Background: an optimization exercise with open tools, aiming at small area, a short achievable clock period and few clock cycles per item. Do not read the settings as production practice.
In this exercise RTL edits were held to simulation tests only and were not proved equivalent to the original.

==> flow/design.v, too long to show whole: its modules and the start of the top module <==
// module lzc: 22 lines
// module gen_lzc: 25 lines
// module lzc_4: 10 lines
// module int_div: 85 lines
// module int_sqrt: 109 lines
// module fp_rnd: 240 lines
// module fp_add: 251 lines
// module fp_mul: 187 lines
// module fp_fma: 366 lines
// module fp_fma_add_unit: 299 lines
// module fp_div: 224 lines
// module fp_sqrt: 186 lines
// module fp_i2f: 155 lines
// module fp_f2i: 229 lines
// module fp_cmp: 154 lines
// module fp_classify: 113 lines
// module f2d: 146 lines
// module d2f: 153 lines
// module fp_top: 609 lines
module fp_top
#(
    parameter fp_pkg::fp_format_e  FP_FORMAT   = fp_pkg::FP32,
    parameter fp_pkg::int_format_e INT_FORMAT  = fp_pkg::INT32,
    parameter logic        RISCV_MODE  = 1'b0
)
(
    input clk_i,
    input rst_i,
    input start_i,
    output logic ready_o,
    input [63:0] a_i,
    input [63:0] b_i,
    input [63:0] c_i,
    input fp_pkg::roundmode_e rnd_i,
    input fp_pkg::float_op_e op_i,
    input [1:0] op_modify_i,
    output logic [63:0] result_o,
    output logic valid_o,
    output fp_pkg::status_t flags_o
);
  // ...
==> flow/run.sh <==
#!/bin/bash
# synth_recipe.tcl (not shown) runs the flow's synth.tcl, then flattens the netlist and writes it again
# the make line also repeats each setting of config.mk as NAME=value (left out here)
make -C /OpenROAD-flow-scripts/flow DESIGN_CONFIG=/design/flow/config.mk WORK_HOME=/design/flow/orfs CLKGATE_MAP_FILE= SYNTH_SCRIPT=/design/flow/synth_recipe.tcl finish
==> flow/config.mk <==
export PLATFORM = sky130hd
export DESIGN_NAME = fp_top
export DESIGN_NICKNAME = fp_top
export VERILOG_FILES = /design/flow/design.v
export SDC_FILE = /design/flow/constraint.sdc
export NUM_CORES = 8
export LEC_CHECK = 0
export CAP_MARGIN = 20
export CORE_MARGIN = 2
export CORE_UTILIZATION = 40
export SETUP_SLACK_MARGIN = 1.0
export SLEW_MARGIN = 20
==> flow/constraint.sdc <==
create_clock -name core_clock -period 20.0 [get_ports {clk_i}]
set_input_delay 4.0000 -clock core_clock [delete_from_list [all_inputs] [get_ports {clk_i}]]
set_output_delay 4.0000 -clock core_clock [all_outputs]
set_load 0.01 [all_outputs]
==> flow_metrics.py, run 1 <==
metrics = {
    "logic_synthesis": {
        "synth_top_family_by_area": "compound AO/OA/AOI/OAI gates",
        "synthArstFlopShare_pct": 100,
        "syn_area_per_cell_um2": 7.07,
        "synth.distinct_cells": 130,
        "synth_mux_area_share_pct": 8.09,
        "synth_edf_count": 0,
    },
    "clock_tree": {
        "numClockSinks": 601,
        "clock_path_buffers": 3,
        "cts_resized": 0,
        "postCtsSetupRepairBufs": 0,
        "clk_pin_slew_ns": 0.06,
        "cts_inserted_buffers": 75,
        "htree_levels": 3,
    },
    "global_route": {
        "grt_max_degree": 147,
    },
    "status": {
        "outcome": "complete, no violations",
    },
    "cells_and_area": {
        "nonClkBufAreaFrac_pct": 5.09,
        "antenna_cells": 49,
    },
    "hold_path": {
        "whs_path_depth": 2,
        "holdPathEnd": "fp_div_inst.int_div_inst.q_o[2]",
    },
    "timing": {
        "hold_ws_ns": 0.388,
        "hold_viol": 0,
        "slew_headroom_pct": 6.34,
        "min_period_over_period_pct": 91.7,
        "maxSlewViolCount": 0,
    },
    "die": {
        "nWellTaps": 3762,
    },
    "placed_design": {
        "dp.cells": 19600,
    },
    "worst_setup_path": {
        "crit_end": "fp_fma_inst.joined_mul_result_q[13]",
        "reg2reg_from": "fp_fma_inst.c_decoded_q[16]",
    },
    "route": {
        "dr_wl_met2_mm": 245,
    },
}
Testbench counts, summed over its fixed seeds: cycles 93,473, ops 24,000.
==> module int_div, before the edit <==
module int_div
#(
  parameter WIDTH = 32
)
(
  input clk_i,
  input reset_i,
  input start_i,
  input [WIDTH-1:0] n_i,
  input [WIDTH-1:0] d_i,
  output logic [WIDTH-1:0] q_o,
  output logic [WIDTH-1:0] r_o,
  output logic valid_o
);
logic [2*WIDTH-1:0] R;
logic [2*WIDTH-1:0] D;
logic [WIDTH-1:0]   Q;
logic [$clog2(WIDTH):0] run_cnt;
typedef enum logic [1:0] {IDLE, RUN, DONE} state;
state cur_state, nxt_state;
always_comb begin
  case (cur_state)
    IDLE:    nxt_state = start_i ? RUN : IDLE;
    RUN:     nxt_state = (run_cnt == 0) ? DONE : RUN;
    DONE:    nxt_state = IDLE;
    default: nxt_state = IDLE;
  endcase
end
always_ff @(posedge clk_i or negedge reset_i) begin
  if (!reset_i)
    cur_state <= IDLE;
  else
    cur_state <= nxt_state;
end
always_ff @(posedge clk_i or negedge reset_i) begin
  if (!reset_i)
    run_cnt <= '0;
  else if (cur_state == IDLE)
    run_cnt <= WIDTH - 1;
  else if (cur_state == RUN)
    run_cnt <= run_cnt - 1'b1;
  else
    run_cnt <= '0;
end
always_ff @(posedge clk_i or negedge reset_i) begin
  if (!reset_i) begin
    R <= '0;
    Q <= '0;
    D <= '0;
  end else if (cur_state == IDLE) begin
    R <= {{WIDTH{1'b0}}, n_i};       
    D <= {d_i, {WIDTH{1'b0}}};       
  end else if (cur_state == RUN) begin
    if (~R[2*WIDTH-1]) begin
      Q[run_cnt] <= 1'b1;
      R          <= (R << 1) - D;
    end else begin
      Q[run_cnt] <= 1'b0;
      R          <= (R << 1) + D;
    end
  end
end
logic [2*WIDTH-1:0] R_fix;
assign R_fix = $signed(R) + $signed(D);
logic [WIDTH-1:0] Q_fix;
assign Q_fix = Q - (~Q);
always_ff @(posedge clk_i or negedge reset_i) begin
  if (!reset_i)
    q_o <= '0;
  else if (cur_state == DONE)
    q_o <= R[2*WIDTH-1] ? Q_fix - 1'b1 : Q_fix;
end
always_ff @(posedge clk_i or negedge reset_i) begin
  if (!reset_i)
    r_o <= '0;
  else if (cur_state == DONE)
    r_o <= R[2*WIDTH-1] ? R_fix[2*WIDTH-1 -: WIDTH] : R[2*WIDTH-1 -: WIDTH];
end
always_ff @(posedge clk_i or negedge reset_i) begin
  if (!reset_i)
    valid_o <= '0;
  else
    valid_o <= (cur_state == DONE);
end
endmodule
==> module int_sqrt, before the edit <==
module int_sqrt
#(
  parameter WIDTH = 24
)
(
  input clk_i,
  input reset_i,
  input start_i,
  input [WIDTH-1:0] n_i, 
  output logic [WIDTH-1:0] q_o,
  output logic [WIDTH-1:0] r_o, 
  output logic valid_o
);
localparam int N = WIDTH / 2;
localparam int CNT_W = (N <= 1) ? 1 : $clog2(N);
localparam int REM_W = N + 2;
logic signed [REM_W-1:0] R;
logic signed [REM_W-1:0] R_int;
logic signed [REM_W-1:0] R_fix;
logic [N-1:0] Q;
logic [CNT_W-1:0] run_cnt;
typedef enum logic[1:0] {IDLE, RUN, DONE} state;
state cur_state, nxt_state;
always_comb begin
  case(cur_state)
    IDLE: nxt_state = start_i? RUN : IDLE;
    RUN:  nxt_state = (run_cnt == 0)? DONE : RUN;
    DONE: nxt_state = IDLE;
    default: nxt_state = IDLE;
  endcase
end
always_ff @( posedge clk_i or negedge reset_i ) begin
  if(!reset_i)
    cur_state <= IDLE;
  else
    cur_state <= nxt_state;
end
logic [1:0] lut [N - 1:0];
genvar i;
generate
    for(i = 0; i < N; i=i+1) begin : gen_lut
        assign lut[i] = n_i[2*i+1:2*i];
    end
endgenerate
always_comb begin
  logic signed [REM_W+1:0] r_shifted;
  logic signed [REM_W+1:0] pair_ext;
  logic signed [REM_W+1:0] q_term;
  logic signed [REM_W+1:0] r_next_wide;
  r_shifted = $signed(R) <<< 2;
  pair_ext = $signed({{REM_W{1'b0}}, lut[run_cnt]});
  if (R >= 0) begin
    q_term = $signed({2'b00, Q, 2'b01});
    r_next_wide = r_shifted + pair_ext - q_term;
  end
  else begin
    q_term = $signed({2'b00, Q, 2'b11});
    r_next_wide = r_shifted + pair_ext + q_term;
  end
  R_int = r_next_wide[REM_W-1:0];
end
always_comb begin
  R_fix = R;
  if (R < 0)
    R_fix = R + $signed({1'b0, Q, 1'b1});
end
always_ff @( posedge clk_i or negedge reset_i ) begin
  if(!reset_i)
    run_cnt <= 'h0;
  else if(cur_state == IDLE)
    run_cnt <= CNT_W'(N - 1);
  else if(cur_state == RUN && run_cnt != '0)
    run_cnt <= run_cnt - 1'b1;
  else if(cur_state == DONE)
    run_cnt <= 'h0;
end
always_ff @( posedge clk_i or negedge reset_i ) begin
  if(!reset_i) begin
    R <= 'h0;
    Q <= 'h0;
  end
  else if(cur_state == IDLE) begin
    R <= 'h0;
    Q <= 'h0;
  end
  else if(cur_state == RUN) begin
      R <= R_int;
      Q <= (R_int < 0)? (Q << 1) : ((Q << 1) | {{(N-1){1'b0}}, 1'b1});
  end
end
always_ff @( posedge clk_i or negedge reset_i ) begin
  if(!reset_i)
    q_o <= 'h0;
  else if(cur_state == DONE)
    q_o <= {{(WIDTH-N){1'b0}}, Q};
end
always_ff @( posedge clk_i or negedge reset_i ) begin
  if(!reset_i)
    r_o <= 'h0;
  else if(cur_state == DONE)
    r_o <= {{(WIDTH-REM_W){1'b0}}, R_fix};
end
always_ff @( posedge clk_i or negedge reset_i ) begin
  if(!reset_i)
    valid_o <= 'h0;
  else 
    valid_o <= (cur_state == DONE);
end
endmodule
==> module fp_div, before the edit <==
module fp_div
#(
    parameter fp_pkg::fp_format_e FP_FORMAT = fp_pkg::FP32
)
(
    clk_i,
    reset_i,
    a_i,
    b_i,
    start_i,
    rnd_i,
    done_o,
    urnd_result_o,
    divide_by_zero
);
localparam int unsigned FP_WIDTH   = fp_pkg::fp_width(FP_FORMAT);
localparam int unsigned EXP_WIDTH  = fp_pkg::exp_bits(FP_FORMAT);
localparam int unsigned MANT_WIDTH = fp_pkg::man_bits(FP_FORMAT);
localparam int unsigned BIAS       = (2**(EXP_WIDTH-1)-1);
localparam INF   = {{EXP_WIDTH{1'b1}}, {MANT_WIDTH{1'b0}}};
localparam R_IND = {1'b1, {EXP_WIDTH{1'b1}}, 1'b1, {MANT_WIDTH-1{1'b0}}};
function logic sign(input logic [FP_WIDTH-1:0] val);
    sign = val[FP_WIDTH-1];
endfunction
function logic [EXP_WIDTH-1:0] exp(input logic [FP_WIDTH-1:0] val);
    exp = val[FP_WIDTH-2-:EXP_WIDTH];
endfunction
function logic [MANT_WIDTH-1:0] mant(input logic [FP_WIDTH-1:0] val);
    mant = val[FP_WIDTH-2-EXP_WIDTH:0];
endfunction
function logic is_minus(input logic [FP_WIDTH-1:0] val);
    is_minus = sign(val);
endfunction
function logic is_normal(input logic [FP_WIDTH-1:0] val);
    is_normal = (exp(val) >= 1) && (exp(val) <= (2**EXP_WIDTH-2));
endfunction
function logic is_subnormal(input logic [FP_WIDTH-1:0] val);
    is_subnormal = (exp(val) == 0) && (mant(val) != 0);
endfunction
function logic is_zero(input logic [FP_WIDTH-1:0] val);
    is_zero = val[FP_WIDTH-2:0] == 0;
endfunction
function logic is_inf(input logic [FP_WIDTH-1:0] val);
    is_inf = exp(val) == (2**EXP_WIDTH-1) && mant(val) == 0;
endfunction
function logic is_nan(input logic [FP_WIDTH-1:0] val);
    is_nan = exp(val) == (2**EXP_WIDTH-1) && mant(val) != 0;
endfunction
function logic is_signalling(input logic [FP_WIDTH-1:0] val);
    is_signalling = exp(val) == (2**EXP_WIDTH-1) && mant(val) != 0 && !val[FP_WIDTH-2-EXP_WIDTH];
endfunction
function logic is_quiet(input logic [FP_WIDTH-1:0] val);
    is_quiet = exp(val) == (2**EXP_WIDTH-1) && val[FP_WIDTH-2-EXP_WIDTH];
endfunction
function logic is_canonical(input logic [FP_WIDTH-1:0] val);
    is_canonical = is_finite(val) | is_inf(val) | (exp(val) == (2**EXP_WIDTH-1) && val[FP_WIDTH-2-EXP_WIDTH]);
endfunction
function logic is_finite(input logic [FP_WIDTH-1:0] val);
    is_finite = is_zero(val) | is_subnormal(val) | is_normal(val);
endfunction
function fp_pkg::fp_info_t fp_info(input logic [FP_WIDTH-1:0] val);
    fp_pkg::fp_info_t info;
    info = '0;
    info.is_minus       = is_minus(val);
    info.is_normal      = is_normal(val);
    info.is_subnormal   = is_subnormal(val);
    info.is_zero        = is_zero(val);
    info.is_inf         = is_inf(val);
    info.is_nan         = is_nan(val);
    info.is_signalling  = is_signalling(val);
    info.is_canonical   = is_canonical(val);
    info.is_finite      = is_finite(val);
    info.is_quiet       = is_quiet(val);
    fp_info = info;
endfunction
typedef struct packed {
    logic sign;
    logic [EXP_WIDTH-1:0] exp;
    logic [MANT_WIDTH-1:0] mant;
} fp_encoding_t;
typedef struct packed {
    fp_encoding_t u_result;
    logic [1:0] rs;
    logic round_en;
    logic invalid;
    logic [1:0] exp_cout;
} uround_res_t;
typedef struct packed {
    fp_encoding_t result;
    fp_pkg::status_t flags;
} round_res_t;
typedef struct packed {
    logic sign;
    logic [EXP_WIDTH-1:0] exp;
    logic [2*MANT_WIDTH + 1:0] mant;
} fp_encoding_fma_t;
typedef struct packed {
    fp_encoding_fma_t u_result;
    logic [1:0] rs;
    logic round_en;
    logic invalid;
    logic [1:0] exp_cout;
} uround_res_fma_t;
input clk_i;
input reset_i;
input [FP_WIDTH-1:0] a_i;
input [FP_WIDTH-1:0] b_i;
input start_i;
input fp_pkg::roundmode_e rnd_i;
output done_o;
output uround_res_t urnd_result_o;
output logic divide_by_zero;
fp_encoding_t result_o;
logic [1:0] rs_o;
logic round_en_o;
logic invalid_o;
logic [1:0] exp_cout_o;
logic urpr_s;
logic [MANT_WIDTH+1+fp_pkg::GUARD_BITS:0] urpr_mant;
logic [EXP_WIDTH+1:0] urpr_exp;
logic [EXP_WIDTH+1:0] shift_exp;
logic sign_o;
logic [EXP_WIDTH-1:0] exp_o;
logic [MANT_WIDTH-1:0] mant_o;
fp_encoding_t a_decoded;
fp_encoding_t b_decoded;
assign a_decoded = a_i;
assign b_decoded = b_i;
fp_pkg::fp_info_t a_info;
fp_pkg::fp_info_t b_info;
assign a_info = fp_info(a_i);
assign b_info = fp_info(b_i);
always_comb
begin
  round_en_o = 1'b0;
  result_o = 'h0;
  divide_by_zero = 1'b0;
  if(a_info.is_nan)
    begin
        result_o.sign = a_decoded.sign;
        result_o.mant = {1'b1, a_decoded.mant[MANT_WIDTH-2:0]};
        result_o.exp = a_decoded.exp;
    end
    else if(b_info.is_nan)
    begin
        result_o.sign = b_decoded.sign;
        result_o.mant = {1'b1, b_decoded.mant[MANT_WIDTH-2:0]};
        result_o.exp = b_decoded.exp;
    end
    else if(a_info.is_inf)
        if(b_info.is_inf)
          result_o = R_IND;
        else
          result_o = {sign_o, INF}; 
    else if(a_info.is_normal || a_info.is_subnormal)
        if(b_info.is_inf)
          result_o = {sign_o, {FP_WIDTH-1{1'b0}}};
        else if(b_info.is_zero)
        begin
          divide_by_zero = 1'b1;
          result_o = {sign_o, INF};
        end
        else
        begin
            round_en_o = 1'b1;
            result_o.sign = sign_o;
            result_o.mant = mant_o;
            result_o.exp = exp_o;
        end
    else if(a_info.is_zero)
        if(b_info.is_zero)
            result_o = R_IND;
        else
            result_o = {sign_o, {FP_WIDTH-1{1'b0}}};
end
assign urpr_s = a_decoded.sign ^ b_decoded.sign;
always_comb 
  case({a_info.is_subnormal, b_info.is_subnormal})
  2'b00:  urpr_exp = (a_decoded.exp - b_decoded.exp) + (BIAS - 1);
  2'b01:  urpr_exp = (a_decoded.exp - b_decoded.exp) + (BIAS - 2);
  2'b10:  urpr_exp = (a_decoded.exp - b_decoded.exp) + (BIAS);
  2'b11:  urpr_exp = (a_decoded.exp - b_decoded.exp) + (BIAS - 1);
  endcase
logic [$clog2(FP_WIDTH):0] shamt_a;
lzc #(.WIDTH(MANT_WIDTH+1+fp_pkg::GUARD_BITS)) lzc_inst_0
(
    .a_i({a_info.is_normal,a_decoded.mant,{fp_pkg::GUARD_BITS{1'b0}}}),
    .cnt_o(shamt_a),
    .zero_o()
);
logic [$clog2(FP_WIDTH):0] shamt_b;
lzc #(.WIDTH(MANT_WIDTH+1+fp_pkg::GUARD_BITS)) lzc_inst_1
(
    .a_i({b_info.is_normal,b_decoded.mant,{fp_pkg::GUARD_BITS{1'b0}}}),
    .cnt_o(shamt_b),
    .zero_o()
);
assign shift_exp = urpr_exp - shamt_a + shamt_b;
logic [MANT_WIDTH+1+fp_pkg::GUARD_BITS:0] rem_o;
int_div #(.WIDTH(2*MANT_WIDTH+2+fp_pkg::GUARD_BITS)) int_div_inst
(
  .clk_i(clk_i),
  .reset_i(reset_i),
  .start_i(start_i),
  .n_i({a_info.is_normal, a_decoded.mant,{MANT_WIDTH+1{1'b0}},{fp_pkg::GUARD_BITS{1'b0}}} << shamt_a), 
  .d_i({{MANT_WIDTH+1{1'b0}},{fp_pkg::GUARD_BITS{1'b0}},b_info.is_normal, b_decoded.mant} << shamt_b),
  .q_o(urpr_mant), 
  .r_o(rem_o), 
  .valid_o(done_o)
);
assign sign_o = urpr_s;
assign {exp_cout_o, exp_o} = (urpr_mant[MANT_WIDTH+1+fp_pkg::GUARD_BITS])? shift_exp + 1: shift_exp;
assign mant_o = (urpr_mant[MANT_WIDTH+1+fp_pkg::GUARD_BITS])? urpr_mant >> (1+fp_pkg::GUARD_BITS) : urpr_mant >> (fp_pkg::GUARD_BITS);
logic sticky_bit;
assign sticky_bit = rem_o != 'h0;
assign rs_o[1] = (urpr_mant[MANT_WIDTH+1+fp_pkg::GUARD_BITS])? urpr_mant[fp_pkg::GUARD_BITS] : urpr_mant[fp_pkg::GUARD_BITS-1];
assign rs_o[0] = (urpr_mant[MANT_WIDTH+1+fp_pkg::GUARD_BITS])? |urpr_mant[fp_pkg::GUARD_BITS-1:0] | sticky_bit: |urpr_mant[fp_pkg::GUARD_BITS-2:0] | sticky_bit;
assign invalid_o = a_info.is_signalling | b_info.is_signalling | ((a_info.is_inf & b_info.is_inf) | (a_info.is_zero & b_info.is_zero));
assign urnd_result_o.u_result =  result_o;
assign urnd_result_o.rs =  rs_o;
assign urnd_result_o.round_en =  round_en_o;
assign urnd_result_o.invalid =  invalid_o;
assign urnd_result_o.exp_cout =  exp_cout_o;
endmodule
==> module fp_sqrt, before the edit <==
module fp_sqrt
#(
    parameter fp_pkg::fp_format_e FP_FORMAT = fp_pkg::FP32
)
(
    clk_i,
    reset_i,
    a_i,
    start_i,
    rnd_i,
    done_o,
    urnd_result_o
);
localparam int unsigned FP_WIDTH   = fp_pkg::fp_width(FP_FORMAT);
localparam int unsigned EXP_WIDTH  = fp_pkg::exp_bits(FP_FORMAT);
localparam int unsigned MANT_WIDTH = fp_pkg::man_bits(FP_FORMAT);
localparam int unsigned BIAS       = (2**(EXP_WIDTH-1)-1);
localparam INF   = {{EXP_WIDTH{1'b1}}, {MANT_WIDTH{1'b0}}};
localparam R_IND = {1'b1, {EXP_WIDTH{1'b1}}, 1'b1, {MANT_WIDTH-1{1'b0}}};
function logic sign(input logic [FP_WIDTH-1:0] val);
    sign = val[FP_WIDTH-1];
endfunction
function logic [EXP_WIDTH-1:0] exp(input logic [FP_WIDTH-1:0] val);
    exp = val[FP_WIDTH-2-:EXP_WIDTH];
endfunction
function logic [MANT_WIDTH-1:0] mant(input logic [FP_WIDTH-1:0] val);
    mant = val[FP_WIDTH-2-EXP_WIDTH:0];
endfunction
function logic is_minus(input logic [FP_WIDTH-1:0] val);
    is_minus = sign(val);
endfunction
function logic is_normal(input logic [FP_WIDTH-1:0] val);
    is_normal = (exp(val) >= 1) && (exp(val) <= (2**EXP_WIDTH-2));
endfunction
function logic is_subnormal(input logic [FP_WIDTH-1:0] val);
    is_subnormal = (exp(val) == 0) && (mant(val) != 0);
endfunction
function logic is_zero(input logic [FP_WIDTH-1:0] val);
    is_zero = val[FP_WIDTH-2:0] == 0;
endfunction
function logic is_inf(input logic [FP_WIDTH-1:0] val);
    is_inf = exp(val) == (2**EXP_WIDTH-1) && mant(val) == 0;
endfunction
function logic is_nan(input logic [FP_WIDTH-1:0] val);
    is_nan = exp(val) == (2**EXP_WIDTH-1) && mant(val) != 0;
endfunction
function logic is_signalling(input logic [FP_WIDTH-1:0] val);
    is_signalling = exp(val) == (2**EXP_WIDTH-1) && mant(val) != 0 && !val[FP_WIDTH-2-EXP_WIDTH];
endfunction
function logic is_quiet(input logic [FP_WIDTH-1:0] val);
    is_quiet = exp(val) == (2**EXP_WIDTH-1) && val[FP_WIDTH-2-EXP_WIDTH];
endfunction
function logic is_canonical(input logic [FP_WIDTH-1:0] val);
    is_canonical = is_finite(val) | is_inf(val) | (exp(val) == (2**EXP_WIDTH-1) && val[FP_WIDTH-2-EXP_WIDTH]);
endfunction
function logic is_finite(input logic [FP_WIDTH-1:0] val);
    is_finite = is_zero(val) | is_subnormal(val) | is_normal(val);
endfunction
function fp_pkg::fp_info_t fp_info(input logic [FP_WIDTH-1:0] val);
    fp_pkg::fp_info_t info;
    info = '0;
    info.is_minus       = is_minus(val);
    info.is_normal      = is_normal(val);
    info.is_subnormal   = is_subnormal(val);
    info.is_zero        = is_zero(val);
    info.is_inf         = is_inf(val);
    info.is_nan         = is_nan(val);
    info.is_signalling  = is_signalling(val);
    info.is_canonical   = is_canonical(val);
    info.is_finite      = is_finite(val);
    info.is_quiet       = is_quiet(val);
    fp_info = info;
endfunction
typedef struct packed {
    logic sign;
    logic [EXP_WIDTH-1:0] exp;
    logic [MANT_WIDTH-1:0] mant;
} fp_encoding_t;
typedef struct packed {
    fp_encoding_t u_result;
    logic [1:0] rs;
    logic round_en;
    logic invalid;
    logic [1:0] exp_cout;
} uround_res_t;
typedef struct packed {
    fp_encoding_t result;
    fp_pkg::status_t flags;
} round_res_t;
typedef struct packed {
    logic sign;
    logic [EXP_WIDTH-1:0] exp;
    logic [2*MANT_WIDTH + 1:0] mant;
} fp_encoding_fma_t;
typedef struct packed {
    fp_encoding_fma_t u_result;
    logic [1:0] rs;
    logic round_en;
    logic invalid;
    logic [1:0] exp_cout;
} uround_res_fma_t;
input clk_i;
input reset_i;
input [FP_WIDTH-1:0] a_i;
input start_i;
input fp_pkg::roundmode_e rnd_i;
output done_o;
output uround_res_t urnd_result_o;
fp_encoding_t result_o;
logic [1:0] rs_o;
logic round_en_o;
logic invalid_o;
logic [1:0] exp_cout_o;
logic urpr_s;
logic [MANT_WIDTH + fp_pkg::GUARD_BITS:0] urpr_mant;
logic [EXP_WIDTH+1:0] urpr_exp;
logic sign_o;
logic [EXP_WIDTH-1:0] exp_o;
logic [MANT_WIDTH-1:0] mant_o;
fp_encoding_t a_decoded;
assign a_decoded = a_i;
fp_pkg::fp_info_t a_info;
assign a_info = fp_info(a_i);
always_comb
begin
    round_en_o = 1'b0;
    result_o = 'h0;
    if(a_info.is_nan)
    begin
        result_o.sign = a_decoded.sign;
        result_o.mant = {1'b1, a_decoded.mant[MANT_WIDTH-2:0]};
        result_o.exp = a_decoded.exp;
    end
    else if(a_info.is_minus && !(a_info.is_zero))
        result_o = R_IND;
    else if(a_info.is_normal || a_info.is_subnormal)
        begin
            round_en_o = 1'b1;
            result_o.sign = sign_o;
            result_o.mant = mant_o;
            result_o.exp = exp_o;
        end
    else  
        result_o = a_decoded;
end
logic [MANT_WIDTH + fp_pkg::GUARD_BITS: 0] mant_sqrt;
logic [MANT_WIDTH + fp_pkg::GUARD_BITS + 1: 0] mant_rem;
logic [$clog2(FP_WIDTH)-1:0] shamt_a;
lzc #(.WIDTH(MANT_WIDTH+1)) lzc_inst_0
(
    .a_i({a_info.is_normal, a_decoded.mant}),
    .cnt_o(shamt_a),
    .zero_o()
);
logic [$clog2(FP_WIDTH)-1:0] shamt_val;
logic [EXP_WIDTH+1:0] exp_adj;
assign exp_adj = (a_decoded.exp | a_info.is_subnormal) - (shamt_a);
assign shamt_val = shamt_a | a_decoded.exp[0] | a_info.is_subnormal;
int_sqrt #(.WIDTH(2*MANT_WIDTH+4+fp_pkg::GUARD_BITS+1)) int_sqrt_inst
(
  .clk_i(clk_i),
  .reset_i(reset_i),
  .start_i(start_i),
  .n_i({2'b0,a_info.is_normal, a_decoded.mant,{MANT_WIDTH+1+fp_pkg::GUARD_BITS+1{1'b0}}} << shamt_val), 
  .q_o(mant_sqrt),
  .r_o(mant_rem), 
  .valid_o(done_o)
);
assign urpr_s = a_decoded.sign;
assign urpr_exp = (exp_adj >>> 1) + ((BIAS - 1)/2) + (exp_adj[0]);
assign urpr_mant = mant_sqrt;
logic [MANT_WIDTH + fp_pkg::GUARD_BITS:0] shifted_mant_norm;
assign shifted_mant_norm = urpr_mant[MANT_WIDTH+fp_pkg::GUARD_BITS]? urpr_mant[MANT_WIDTH+fp_pkg::GUARD_BITS : 0] : urpr_mant << 1'b1;
assign sign_o = urpr_s;
assign exp_o = urpr_exp;
assign mant_o = shifted_mant_norm[MANT_WIDTH+fp_pkg::GUARD_BITS-1 -: MANT_WIDTH];
assign rs_o[1] = shifted_mant_norm[fp_pkg::GUARD_BITS-1];
assign rs_o[0] = |shifted_mant_norm[fp_pkg::GUARD_BITS-2:0] || mant_rem != 'h0; 
assign invalid_o = a_info.is_signalling | (a_info.is_minus & ~(a_info.is_quiet | a_info.is_zero));
assign exp_cout_o = 'h0;
assign urnd_result_o.u_result =  result_o;
assign urnd_result_o.rs =  rs_o;
assign urnd_result_o.round_en =  round_en_o;
assign urnd_result_o.invalid =  invalid_o;
assign urnd_result_o.exp_cout =  exp_cout_o;
endmodule
==> run 2, diff against run 1 <==
--- a/flow/design.v
+++ b/flow/design.v
@@ -215,197 +215,201 @@
 endmodule
 module int_div
 #(
-  parameter WIDTH = 32
+  parameter int S = 6
 )
 (
   input clk_i,
   input reset_i,
   input start_i,
-  input [WIDTH-1:0] n_i,
-  input [WIDTH-1:0] d_i,
-  output logic [WIDTH-1:0] q_o,
-  output logic [WIDTH-1:0] r_o,
-  output logic valid_o
+  input [23:0] x_i,
+  input [23:0] y_i,
+  output logic [27:0] q_o,
+  output logic sticky_o,
+  output logic done_o
 );
-logic [2*WIDTH-1:0] R;
-logic [2*WIDTH-1:0] D;
-logic [WIDTH-1:0]   Q;
-logic [$clog2(WIDTH):0] run_cnt;
-typedef enum logic [1:0] {IDLE, RUN, DONE} state;
-state cur_state, nxt_state;
-always_comb begin
-  case (cur_state)
-    IDLE:    nxt_state = start_i ? RUN : IDLE;
-    RUN:     nxt_state = (run_cnt == 0) ? DONE : RUN;
-    DONE:    nxt_state = IDLE;
-    default: nxt_state = IDLE;
-  endcase
-end
-always_ff @(posedge clk_i or negedge reset_i) begin
-  if (!reset_i)
-    cur_state <= IDLE;
-  else
-    cur_state <= nxt_state;
-end
-always_ff @(posedge clk_i or negedge reset_i) begin
-  if (!reset_i)
-    run_cnt <= '0;
-  else if (cur_state == IDLE)
-    run_cnt <= WIDTH - 1;
-  else if (cur_state == RUN)
-    run_cnt <= run_cnt - 1'b1;
-  else
-    run_cnt <= '0;
-end
+localparam int K  = (27 + S - 1) / S;    
+localparam int E  = K * S - 27;          
+localparam int QW = 1 + K * S;           
+localparam int CW = (K <= 1) ? 1 : $clog2(K);
+logic busy_q;
+logic [CW-1:0] cnt_q;
+logic [23:0] r_q;
+logic [23:0] y_q;
+logic [QW-S-1:0] q_q;    
+logic [24:0] d0;
+logic q0;
+assign d0 = {1'b0, x_i} - {1'b0, y_i};
+assign q0 = ~d0[24];
+logic [23:0] r [0:S];
+logic [S-1:0] qs;
+assign r[0] = r_q;
+genvar i;
+generate
+  for (i = 0; i < S; i++) begin : g_step
+    logic [24:0] r2;
+    logic [24:0] d;
+    logic co;
+    assign r2 = {r[i], 1'b0};
+    ks_sub #(.W(25)) u_sub (.a_i(r2), .b_i({1'b0, y_q}), .d_o(d), .co_o(co));
+    assign qs[S-1-i] = co;
+    assign r[i+1] = co ? d[23:0] : r2[23:0];
+  end
+endgenerate
+logic [QW-S-1:0] q_next;
+generate
+  if (K >= 2) begin : g_qn
+    assign q_next = {q_q[QW-2*S-1:0], qs};
+  end else begin : g_qn1
+    assign q_next = q_q;
+  end
+endgenerate
+logic last;
+assign last = busy_q & (cnt_q == CW'(K-1));
+assign done_o = last;
 always_ff @(posedge clk_i or negedge reset_i) begin
   if (!reset_i) begin
-    R <= '0;
-    Q <= '0;
-    D <= '0;
-  end else if (cur_state == IDLE) begin
-    R <= {{WIDTH{1'b0}}, n_i};       
-    D <= {d_i, {WIDTH{1'b0}}};       
-  end else if (cur_state == RUN) begin
-    if (~R[2*WIDTH-1]) begin
-      Q[run_cnt] <= 1'b1;
-      R          <= (R << 1) - D;
-    end else begin
-      Q[run_cnt] <= 1'b0;
-      R          <= (R << 1) + D;
-    end
+    busy_q <= 1'b0;
+    cnt_q  <= '0;
+  end else if (start_i) begin
+    busy_q <= 1'b1;
+    cnt_q  <= '0;
+  end else if (busy_q) begin
+    busy_q <= ~last;
+    cnt_q  <= cnt_q + 1'b1;
   end
 end
-logic [2*WIDTH-1:0] R_fix;
-assign R_fix = $signed(R) + $signed(D);
-logic [WIDTH-1:0] Q_fix;
-assign Q_fix = Q - (~Q);
-always_ff @(posedge clk_i or negedge reset_i) begin
-  if (!reset_i)
-    q_o <= '0;
-  else if (cur_state == DONE)
-    q_o <= R[2*WIDTH-1] ? Q_fix - 1'b1 : Q_fix;
-end
-always_ff @(posedge clk_i or negedge reset_i) begin
-  if (!reset_i)
-    r_o <= '0;
-  else if (cur_state == DONE)
-    r_o <= R[2*WIDTH-1] ? R_fix[2*WIDTH-1 -: WIDTH] : R[2*WIDTH-1 -: WIDTH];
-end
-always_ff @(posedge clk_i or negedge reset_i) begin
-  if (!reset_i)
-    valid_o <= '0;
-  else
-    valid_o <= (cur_state == DONE);
+always_ff @(posedge clk_i) begin
+  if (start_i) begin
+    r_q <= q0 ? d0[23:0] : x_i;
+    y_q <= y_i;
+    q_q <= {{(QW-S-1){1'b0}}, q0};
+  end else if (busy_q) begin
+    r_q <= r[S];
+    q_q <= q_next;
+  end
 end
+logic [QW-1:0] q_full;
+assign q_full = {q_q, qs};
+assign q_o = q_full[QW-1:E];
+generate
+  if (E > 0) begin : g_e
+    assign sticky_o = (r[S] != '0) | (q_full[E-1:0] != '0);
+  end else begin : g_ne
+    assign sticky_o = (r[S] != '0);
+  end
+endgenerate
+endmodule
+module ks_sub
+#(
+  parameter int W = 26
+)
+(
+  input  [W-1:0] a_i,
+  input  [W-1:0] b_i,
+  output [W-1:0] d_o,
+  output         co_o
+);
+localparam int L = $clog2(W);
+logic [W-1:0] p0;
+logic [W-1:0] g0;
+assign p0 = a_i ^ ~b_i;
+assign g0 = a_i & ~b_i;
+logic [W-1:0] p [0:L];
+logic [W-1:0] g [0:L];
+assign p[0] = p0;
+assign g[0] = {g0[W-1:1], g0[0] | p0[0]};    
+genvar l, j;
+generate
+  for (l = 0; l < L; l++) begin : g_lvl
+    for (j = 0; j < W; j++) begin : g_bit
+      if (j >= (1 << l)) begin : g_op
+        assign g[l+1][j] = g[l][j] | (p[l][j] & g[l][j - (1 << l)]);
+        assign p[l+1][j] = p[l][j] & p[l][j - (1 << l)];
+      end else begin : g_pass
+        assign g[l+1][j] = g[l][j];
+        assign p[l+1][j] = p[l][j];
+      end
+    end
+  end
+endgenerate
+assign d_o  = p0 ^ {g[L][W-2:0], 1'b1};
+assign co_o = g[L][W-1];
 endmodule
 module int_sqrt
 #(
-  parameter WIDTH = 24
+  parameter int S = 5
 )
 (
   input clk_i,
   input reset_i,
   input start_i,
-  input [WIDTH-1:0] n_i, 
-  output logic [WIDTH-1:0] q_o,
-  output logic [WIDTH-1:0] r_o, 
-  output logic valid_o
+  input [25:0] v_i,
+  output logic [26:0] q_o,
+  output logic sticky_o,
+  output logic done_o
 );
-localparam int N = WIDTH / 2;
-localparam int CNT_W = (N <= 1) ? 1 : $clog2(N);
-localparam int REM_W = N + 2;
-logic signed [REM_W-1:0] R;
-logic signed [REM_W-1:0] R_int;
-logic signed [REM_W-1:0] R_fix;
-logic [N-1:0] Q;
-logic [CNT_W-1:0] run_cnt;
-typedef enum logic[1:0] {IDLE, RUN, DONE} state;
-state cur_state, nxt_state;
-always_comb begin
-  case(cur_state)
-    IDLE: nxt_state = start_i? RUN : IDLE;
-    RUN:  nxt_state = (run_cnt == 0)? DONE : RUN;
-    DONE: nxt_state = IDLE;
-    default: nxt_state = IDLE;
-  endcase
-end
-always_ff @( posedge clk_i or negedge reset_i ) begin
-  if(!reset_i)
-    cur_state <= IDLE;
-  else
-    cur_state <= nxt_state;
-end
-logic [1:0] lut [N - 1:0];
+localparam int K  = (27 + S - 1) / S;    
+localparam int E  = K * S - 27;          
+localparam int QW = K * S;               
+localparam int RW = QW + 3;              
+localparam int CW = (K <= 1) ? 1 : $clog2(K);
+logic busy_q;
+logic [CW-1:0] cnt_q;
+logic [RW-1:0] r_q;
+logic [QW-1:0] q_q;
+logic [25:0] v_q;
+logic [RW-1:0] r [0:S];
+logic [QW-1:0] q [0:S];
+assign r[0] = r_q;
+assign q[0] = q_q;
 genvar i;
 generate
-    for(i = 0; i < N; i=i+1) begin : gen_lut
-        assign lut[i] = n_i[2*i+1:2*i];
-    end
-endgenerate
-always_comb begin
-  logic signed [REM_W+1:0] r_shifted;
-  logic signed [REM_W+1:0] pair_ext;
-  logic signed [REM_W+1:0] q_term;
-  logic signed [REM_W+1:0] r_next_wide;
-  r_shifted = $signed(R) <<< 2;
-  pair_ext = $signed({{REM_W{1'b0}}, lut[run_cnt]});
-  if (R >= 0) begin
-    q_term = $signed({2'b00, Q, 2'b01});
-    r_next_wide = r_shifted + pair_ext - q_term;
+  for (i = 0; i < S; i++) begin : g_step
+    logic [RW-1:0] rp;
+    logic [RW-1:0] t;
+    logic [RW-1:0] d;
+    logic bit_q;
+    assign rp = {r[i][RW-3:0], v_q[25-2*i -: 2]};
+    assign t = {1'b0, q[i], 2'b01};
+    ks_sub #(.W(RW)) u_sub (.a_i(rp), .b_i(t), .d_o(d), .co_o(bit_q));
+    assign r[i+1] = bit_q ? d : rp;
+    assign q[i+1] = {q[i][QW-2:0], bit_q};
   end
-  else begin
-    q_term = $signed({2'b00, Q, 2'b11});
-    r_next_wide = r_shifted + pair_ext + q_term;
+endgenerate
+logic last;
+assign last = busy_q & (cnt_q == CW'(K-1));
+assign done_o = last;
+always_ff @(posedge clk_i or negedge reset_i) begin
+  if (!reset_i) begin
+    busy_q <= 1'b0;
+    cnt_q  <= '0;
+  end else if (start_i) begin
+    busy_q <= 1'b1;
+    cnt_q  <= '0;
+  end else if (busy_q) begin
+    busy_q <= ~last;
+    cnt_q  <= cnt_q + 1'b1;
   end
-  R_int = r_next_wide[REM_W-1:0];
-end
-always_comb begin
-  R_fix = R;
-  if (R < 0)
-    R_fix = R + $signed({1'b0, Q, 1'b1});
-end
-always_ff @( posedge clk_i or negedge reset_i ) begin
-  if(!reset_i)
-    run_cnt <= 'h0;
-  else if(cur_state == IDLE)
-    run_cnt <= CNT_W'(N - 1);
-  else if(cur_state == RUN && run_cnt != '0)
-    run_cnt <= run_cnt - 1'b1;
-  else if(cur_state == DONE)
-    run_cnt <= 'h0;
 end
-always_ff @( posedge clk_i or negedge reset_i ) begin
-  if(!reset_i) begin
-    R <= 'h0;
-    Q <= 'h0;
+always_ff @(posedge clk_i) begin
+  if (start_i) begin
+    r_q <= '0;
+    q_q <= '0;
+    v_q <= v_i;
+  end else if (busy_q) begin
+    r_q <= r[S];
+    q_q <= q[S];
+    v_q <= {v_q[25-2*S:0], {(2*S){1'b0}}};
   end
-  else if(cur_state == IDLE) begin
-    R <= 'h0;
-    Q <= 'h0;
-  end
-  else if(cur_state == RUN) begin
-      R <= R_int;
-      Q <= (R_int < 0)? (Q << 1) : ((Q << 1) | {{(N-1){1'b0}}, 1'b1});
-  end
-end
-always_ff @( posedge clk_i or negedge reset_i ) begin
-  if(!reset_i)
-    q_o <= 'h0;
-  else if(cur_state == DONE)
-    q_o <= {{(WIDTH-N){1'b0}}, Q};
-end
-always_ff @( posedge clk_i or negedge reset_i ) begin
-  if(!reset_i)
-    r_o <= 'h0;
-  else if(cur_state == DONE)
-    r_o <= {{(WIDTH-REM_W){1'b0}}, R_fix};
-end
-always_ff @( posedge clk_i or negedge reset_i ) begin
-  if(!reset_i)
-    valid_o <= 'h0;
-  else 
-    valid_o <= (cur_state == DONE);
 end
+assign q_o = q[S][QW-1:E];
+generate
+  if (E > 0) begin : g_e
+    assign sticky_o = (r[S] != '0) | (q[S][E-1:0] != '0);
+  end else begin : g_ne
+    assign sticky_o = (r[S] != '0);
+  end
+endgenerate
 endmodule
 module fp_rnd
 #(
@@ -1752,7 +1756,8 @@
 endmodule
 module fp_div
 #(
-    parameter fp_pkg::fp_format_e FP_FORMAT = fp_pkg::FP32
+    parameter fp_pkg::fp_format_e FP_FORMAT = fp_pkg::FP32,
+    parameter int DIV_S = 5
 )
 (
     clk_i,
@@ -1948,23 +1953,27 @@
     .zero_o()
 );
 assign shift_exp = urpr_exp - shamt_a + shamt_b;
-logic [MANT_WIDTH+1+fp_pkg::GUARD_BITS:0] rem_o;
-int_div #(.WIDTH(2*MANT_WIDTH+2+fp_pkg::GUARD_BITS)) int_div_inst
+logic [23:0] div_x;
+logic [23:0] div_y;
+logic div_sticky;
+assign div_x = {a_info.is_normal, a_decoded.mant} << shamt_a;
+assign div_y = {b_info.is_normal, b_decoded.mant} << shamt_b;
+int_div #(.S(DIV_S)) int_div_inst
 (
   .clk_i(clk_i),
   .reset_i(reset_i),
   .start_i(start_i),
-  .n_i({a_info.is_normal, a_decoded.mant,{MANT_WIDTH+1{1'b0}},{fp_pkg::GUARD_BITS{1'b0}}} << shamt_a), 
-  .d_i({{MANT_WIDTH+1{1'b0}},{fp_pkg::GUARD_BITS{1'b0}},b_info.is_normal, b_decoded.mant} << shamt_b),
-  .q_o(urpr_mant), 
-  .r_o(rem_o), 
-  .valid_o(done_o)
+  .x_i(div_x),
+  .y_i(div_y),
+  .q_o(urpr_mant),
+  .sticky_o(div_sticky),
+  .done_o(done_o)
 );
 assign sign_o = urpr_s;
 assign {exp_cout_o, exp_o} = (urpr_mant[MANT_WIDTH+1+fp_pkg::GUARD_BITS])? shift_exp + 1: shift_exp;
 assign mant_o = (urpr_mant[MANT_WIDTH+1+fp_pkg::GUARD_BITS])? urpr_mant >> (1+fp_pkg::GUARD_BITS) : urpr_mant >> (fp_pkg::GUARD_BITS);
 logic sticky_bit;
-assign sticky_bit = rem_o != 'h0;
+assign sticky_bit = div_sticky;
 assign rs_o[1] = (urpr_mant[MANT_WIDTH+1+fp_pkg::GUARD_BITS])? urpr_mant[fp_pkg::GUARD_BITS] : urpr_mant[fp_pkg::GUARD_BITS-1];
 assign rs_o[0] = (urpr_mant[MANT_WIDTH+1+fp_pkg::GUARD_BITS])? |urpr_mant[fp_pkg::GUARD_BITS-1:0] | sticky_bit: |urpr_mant[fp_pkg::GUARD_BITS-2:0] | sticky_bit;
 assign invalid_o = a_info.is_signalling | b_info.is_signalling | ((a_info.is_inf & b_info.is_inf) | (a_info.is_zero & b_info.is_zero));
@@ -1976,7 +1985,8 @@
 endmodule
 module fp_sqrt
 #(
-    parameter fp_pkg::fp_format_e FP_FORMAT = fp_pkg::FP32
+    parameter fp_pkg::fp_format_e FP_FORMAT = fp_pkg::FP32,
+    parameter int SQRT_S = 4
 )
 (
     clk_i,
@@ -2120,7 +2130,6 @@
         result_o = a_decoded;
 end
 logic [MANT_WIDTH + fp_pkg::GUARD_BITS: 0] mant_sqrt;
-logic [MANT_WIDTH + fp_pkg::GUARD_BITS + 1: 0] mant_rem;
 logic [$clog2(FP_WIDTH)-1:0] shamt_a;
 lzc #(.WIDTH(MANT_WIDTH+1)) lzc_inst_0
 (
@@ -2132,15 +2141,18 @@
 logic [EXP_WIDTH+1:0] exp_adj;
 assign exp_adj = (a_decoded.exp | a_info.is_subnormal) - (shamt_a);
 assign shamt_val = shamt_a | a_decoded.exp[0] | a_info.is_subnormal;
-int_sqrt #(.WIDTH(2*MANT_WIDTH+4+fp_pkg::GUARD_BITS+1)) int_sqrt_inst
+logic [25:0] sqrt_v;
+logic sqrt_sticky;
+assign sqrt_v = {2'b0, a_info.is_normal, a_decoded.mant} << shamt_val;
+int_sqrt #(.S(SQRT_S)) int_sqrt_inst
 (
   .clk_i(clk_i),
   .reset_i(reset_i),
   .start_i(start_i),
-  .n_i({2'b0,a_info.is_normal, a_decoded.mant,{MANT_WIDTH+1+fp_pkg::GUARD_BITS+1{1'b0}}} << shamt_val), 
+  .v_i(sqrt_v),
   .q_o(mant_sqrt),
-  .r_o(mant_rem), 
-  .valid_o(done_o)
+  .sticky_o(sqrt_sticky),
+  .done_o(done_o)
 );
 assign urpr_s = a_decoded.sign;
 assign urpr_exp = (exp_adj >>> 1) + ((BIAS - 1)/2) + (exp_adj[0]);
@@ -2151,7 +2163,7 @@
 assign exp_o = urpr_exp;
 assign mant_o = shifted_mant_norm[MANT_WIDTH+fp_pkg::GUARD_BITS-1 -: MANT_WIDTH];
 assign rs_o[1] = shifted_mant_norm[fp_pkg::GUARD_BITS-1];
-assign rs_o[0] = |shifted_mant_norm[fp_pkg::GUARD_BITS-2:0] || mant_rem != 'h0; 
+assign rs_o[0] = |shifted_mant_norm[fp_pkg::GUARD_BITS-2:0] || sqrt_sticky; 
 assign invalid_o = a_info.is_signalling | (a_info.is_minus & ~(a_info.is_quiet | a_info.is_zero));
 assign exp_cout_o = 'h0;
 assign urnd_result_o.u_result =  result_o;
==> flow_metrics.py, run 2 <==
metrics = {
    "timing": {
        "slew_headroom_pct": 8.10,
        "fmax_mhz": 47.5,
        "finalWorstPathRequiredPeriod_ns": 21.05,
        "skew_ns": 0.0960,
        "rsz0062_at_grt": "yes",
        "min_period_over_period_pct": 105,
        "worstMarginPinSlew_ns": 1.36,
        "hold_viol": 0,
        "finalSetupViolCount": 26,
        "setup_slack_ns": -1.05,
        "maxSlewViolCount": 0,
    },
    "worst_setup_path": {
        "crit_type": "flip-flop to flip-flop",
        "cp_max_fo": 5,
        "crit_path_end_kind": "flip-flop",
        "crit_end": "fp_div_inst.int_div_inst.r_q[5]",
        "reg2reg_from": "fp_div_inst.int_div_inst.r_q[0]",
        "worst-endpoint-required_ns": 20.61,
        "r2r_cells": 157,
        "cp.arrival_ns": 21.66,
        "slowest_stage": "edfxtp_1",
        "cp-startpoint": "fp_div_inst.int_div_inst.r_q[0]",
        "r2r_slack_ns": -1.05,
        "cp_common_cell": "buf_4",
        "startpoint_type": "flip-flop",
        "reg2reg_to": "fp_div_inst.int_div_inst.r_q[5]",
        "cp_slowest_stage_delay_ns": 0.43,
    },
    "global_route": {
        "antenna_found_initial": 82,
        "use_met3_pct": 13.1,
        "grt_pass1_vias": 127000,
        "grt.overflow.total": 0,
        "grt_max_degree": 140,
        "grt_use_met2_pct": 58.2,
        "grt_pass1_wl_mm": 911,
        "grt-busiest-layer": "met2",
        "use_met1_pct": 56.5,
        "grtUsageTotal_pct": 41.9,
    },
    "route": {
        "first_pass_iters": 12,
        "via_per_inst": 6.70,
        "drtIter0Drc": 22800,
        "detail_route.wl_per_cell_um": 30.9,
        "ant_nets": 0,
        "num_vias": 140000,
        "wl_mm": 644,
        "drc": 0,
    },
    "die": {
        "ioPinCount": 275,
        "die_h_um": 541,
        "die-area_um2": 293000,
        "num_rows": 197,
        "fp.coreArea_um2": 287000,
        "start_util_pct": 40.1,
        "die_w_um": 541,
    },
    "logic_synthesis": {
        "syn_nets": 18300,
        "synth_top_area_share_pct": 8.70,
        "ys_seq_area_share_pct": 9.26,
        "synth.distinct_cells": 127,
        "ys_ff_latch": 428,
        "yosysWarningCount": 34,
        "synthMostInstantiatedCell": "nand2_1",
        "synthCells": 16800,
        "synth_ff_type": "dfrtp_1",
        "synth_top_cell_by_area": "fa_1",
        "synth_area_um2": 115000,
        "synthTopCellsByCount": "2,090 x nand2_1, 1,766 x nor2_1, 1,431 x a21oi_1",
        "syn_area_per_cell_um2": 6.88,
        "synth_area_leaders": "fa_1 8.7%, ha_1 8.6%, nand2_1 6.8%",
        "synth_edf_count": 75,
        "synthArstFlopShare_pct": 63.3,
    },
    "placed_design": {
        "portBuffers": 210,
        "gp_congestion": 1.12,
        "place_area_um2": 125000,
        "post-dp-hpwl_mm": 489,
    },
    "clock_tree": {
        "htree_levels": 2,
        "clk_pin_slew_ns": 0.07,
        "clockRootBuffer": "clkbuf_16",
        "clk_latency_ns": 0.78,
        "numClockSinks": 428,
        "ctsHoldBuffers": 0,
        "cts_inserted_buffers": 54,
        "cts_tree": "built",
        "clock_path_buffers": 3,
    },
    "cells_and_area": {
        "layout_commonest_cell": "nand2_1",
        "nets": 18500,
        "final_cell_mix": "2,080 x nand2_1, 1,742 x nor2_1, 1,404 x a21oi_1",
        "largest_register_ffs": 56,
        "area_growth_pct": 13.0,
        "register_area_um2": 10700,
        "largestRegisters": "fp_fma_inst.joined_mul_result_q: 56 flops, urnd_q: 38 flops, direct_result_q: 33 flops",
        "largest-register": "fp_fma_inst.joined_mul_result_q",
        "drive_above_1_share_pct": 12.0,
        "stdcell_area_um2": 130000,
        "fin_util_pct": 45.3,
        "n_fill_cell": 29900,
        "multi_input_area_um2": 97100,
    },
    "status": {
        "checkFailReasons": "setup timing",
        "outcome": "finished with violations",
    },
    "flow_run": {
        "drv_cap": 0,
    },
    "hold_path": {
        "hold_path.class": "flip-flop to flip-flop",
        "whs_path_depth": 2,
    },
}
[run 2: cell types whose count changed after synthesis, sizes merged, moves of 89 or more]
cell   previous run  this run
dfrtp           599       269
nor2           1553      1768
inv            1039      1160
ha              676       795
nand3           475       365
a21oi          1346      1435
[run 2: worst min path at each step]
stage                 start  endpoint  slack (ns)
detailed placement  op_q[2]   op_q[2]        0.45
CTS                 op_q[2]   op_q[2]        0.45
global placement    op_q[2]   op_q[2]        0.44
finish              op_q[2]   op_q[2]        0.45
floorplan           op_q[2]   op_q[2]        0.43
global route        op_q[2]   op_q[2]        0.47
[run 2: kinds of logic (layout without fill, tap and decap cells)]
kind of cell | Yosys count | in the layout | share of synthesized area, %
adder cells (fa/ha/maj) | 1296 | 1296 | 17.3
AND/OR/NAND/NOR | 5926 | 5926 | 23.3
AO/OA/AOI/OAI | 5303 | 5303 | 29.6
XOR/XNOR | 502 | 502 | 3.83
buffers and inverters | 2402 | 2687 | 8.04
flip-flops | 428 | 428 | 9.26
other | 0 | 45 | 0
multiplexers | 895 | 895 | 8.65
[run 2: what timing repair did]
action,4_1_cts,5_1_grt
endpoints found under the hold margin,0,0
gates cloned,2,0
pin swaps,123,113
setup endpoints to repair,26,83
gates resized for setup,145,125
buffers inserted,299,25
[run 2: metrics by stage]
| stage | hold WS (ns) | std cells | worst slack [ns] | TNS, ns |
|---|---|---|---|---|
| 4_1_cts | 0.455 | 20800 | -0.193 | -0.808 |
| 3_5_place_dp | 0.446 | 20400 | -1.80 | -42.80 |
| 2_1_floorplan | 0.435 | 16800 | 0.336 | 0 |
| 5_1_grt | 0.467 | 20800 | -1.83 | -43.31 |
| 3_3_place_gp | 0.441 | 20400 | -1.91 | -46.69 |
| 6_report | 0.453 | 20900 | -1.05 | -22.87 |
[run 2: critical path: cells and delay by family (launching register included)]
| kind | cells | cell delay, ns |
|---|---|---|
| muxes | 1 | 0.18 |
| and+or+nand+nor | 10 | 1.15 |
| AOI/OAI and AO/OA | 50 | 6.82 |
| DFF | 1 | 0.43 |
| buffers and inverters | 91 | 10.99 |
| adders and majority gates | 5 | 1.29 |
[run 2: routing by layer]
layer	vias to the layer above	share of wire, %
met1	67000	40
met5	-	0.094
li1	60900	-
met3	2095	14
met4	58	7.2
met2	9768	39
[run 2: final cells by class]
cell class | count | area share [%]
diodes | 45 | 0.0864
clock buffers | 66 | 1.15
clock inverters | 30 | 0.284
inverters | 1188 | 3.43
multi-input cells | 13900 | 74.6
flip-flops and latches | 428 | 8.20
well taps | 3781 | 3.63
repair buffers | 1403 | 8.67
Testbench counts of run 2, summed over its fixed seeds: cycles 37,408, ops 24,000.

## what the ideal ports hide
The flow's constraints put no driver on any port. The routed layouts listed below were extracted and timed again, unchanged, in two steps.
Step 1, drivers: a clkbuf_16 drives clk_i and a buf_2 each remaining input, both assumed.
Step 2 times the ports against the registers' clock, not the clock port: input delays grow and output delays shrink by t, the midpoint of the rising clock arrivals with the driver on.
Three values: ideal, step 1, step 2; two values: the first two.
| run | t (ns) | setup slack, ns | hold WS [ns] | slew at the worst register clock pin (ns) | worst slew at a driven data input, ns |
|---|---|---|---|---|---|
| run 1 | 0.814 | 1.654 / 1.683 / 0.869 | 0.388 / 0.388 / 0.388 | 0.09 / 0.09 | 0.31 |
| run 2 | 0.850 | -1.051 / -1.051 / -1.051 | 0.453 / 0.453 / 0.453 | 0.10 / 0.10 | 0.22 |
For run 1, which loses most, drivers alone change the setup slack by +0.029 ns; drivers and shift together by -0.785 ns.
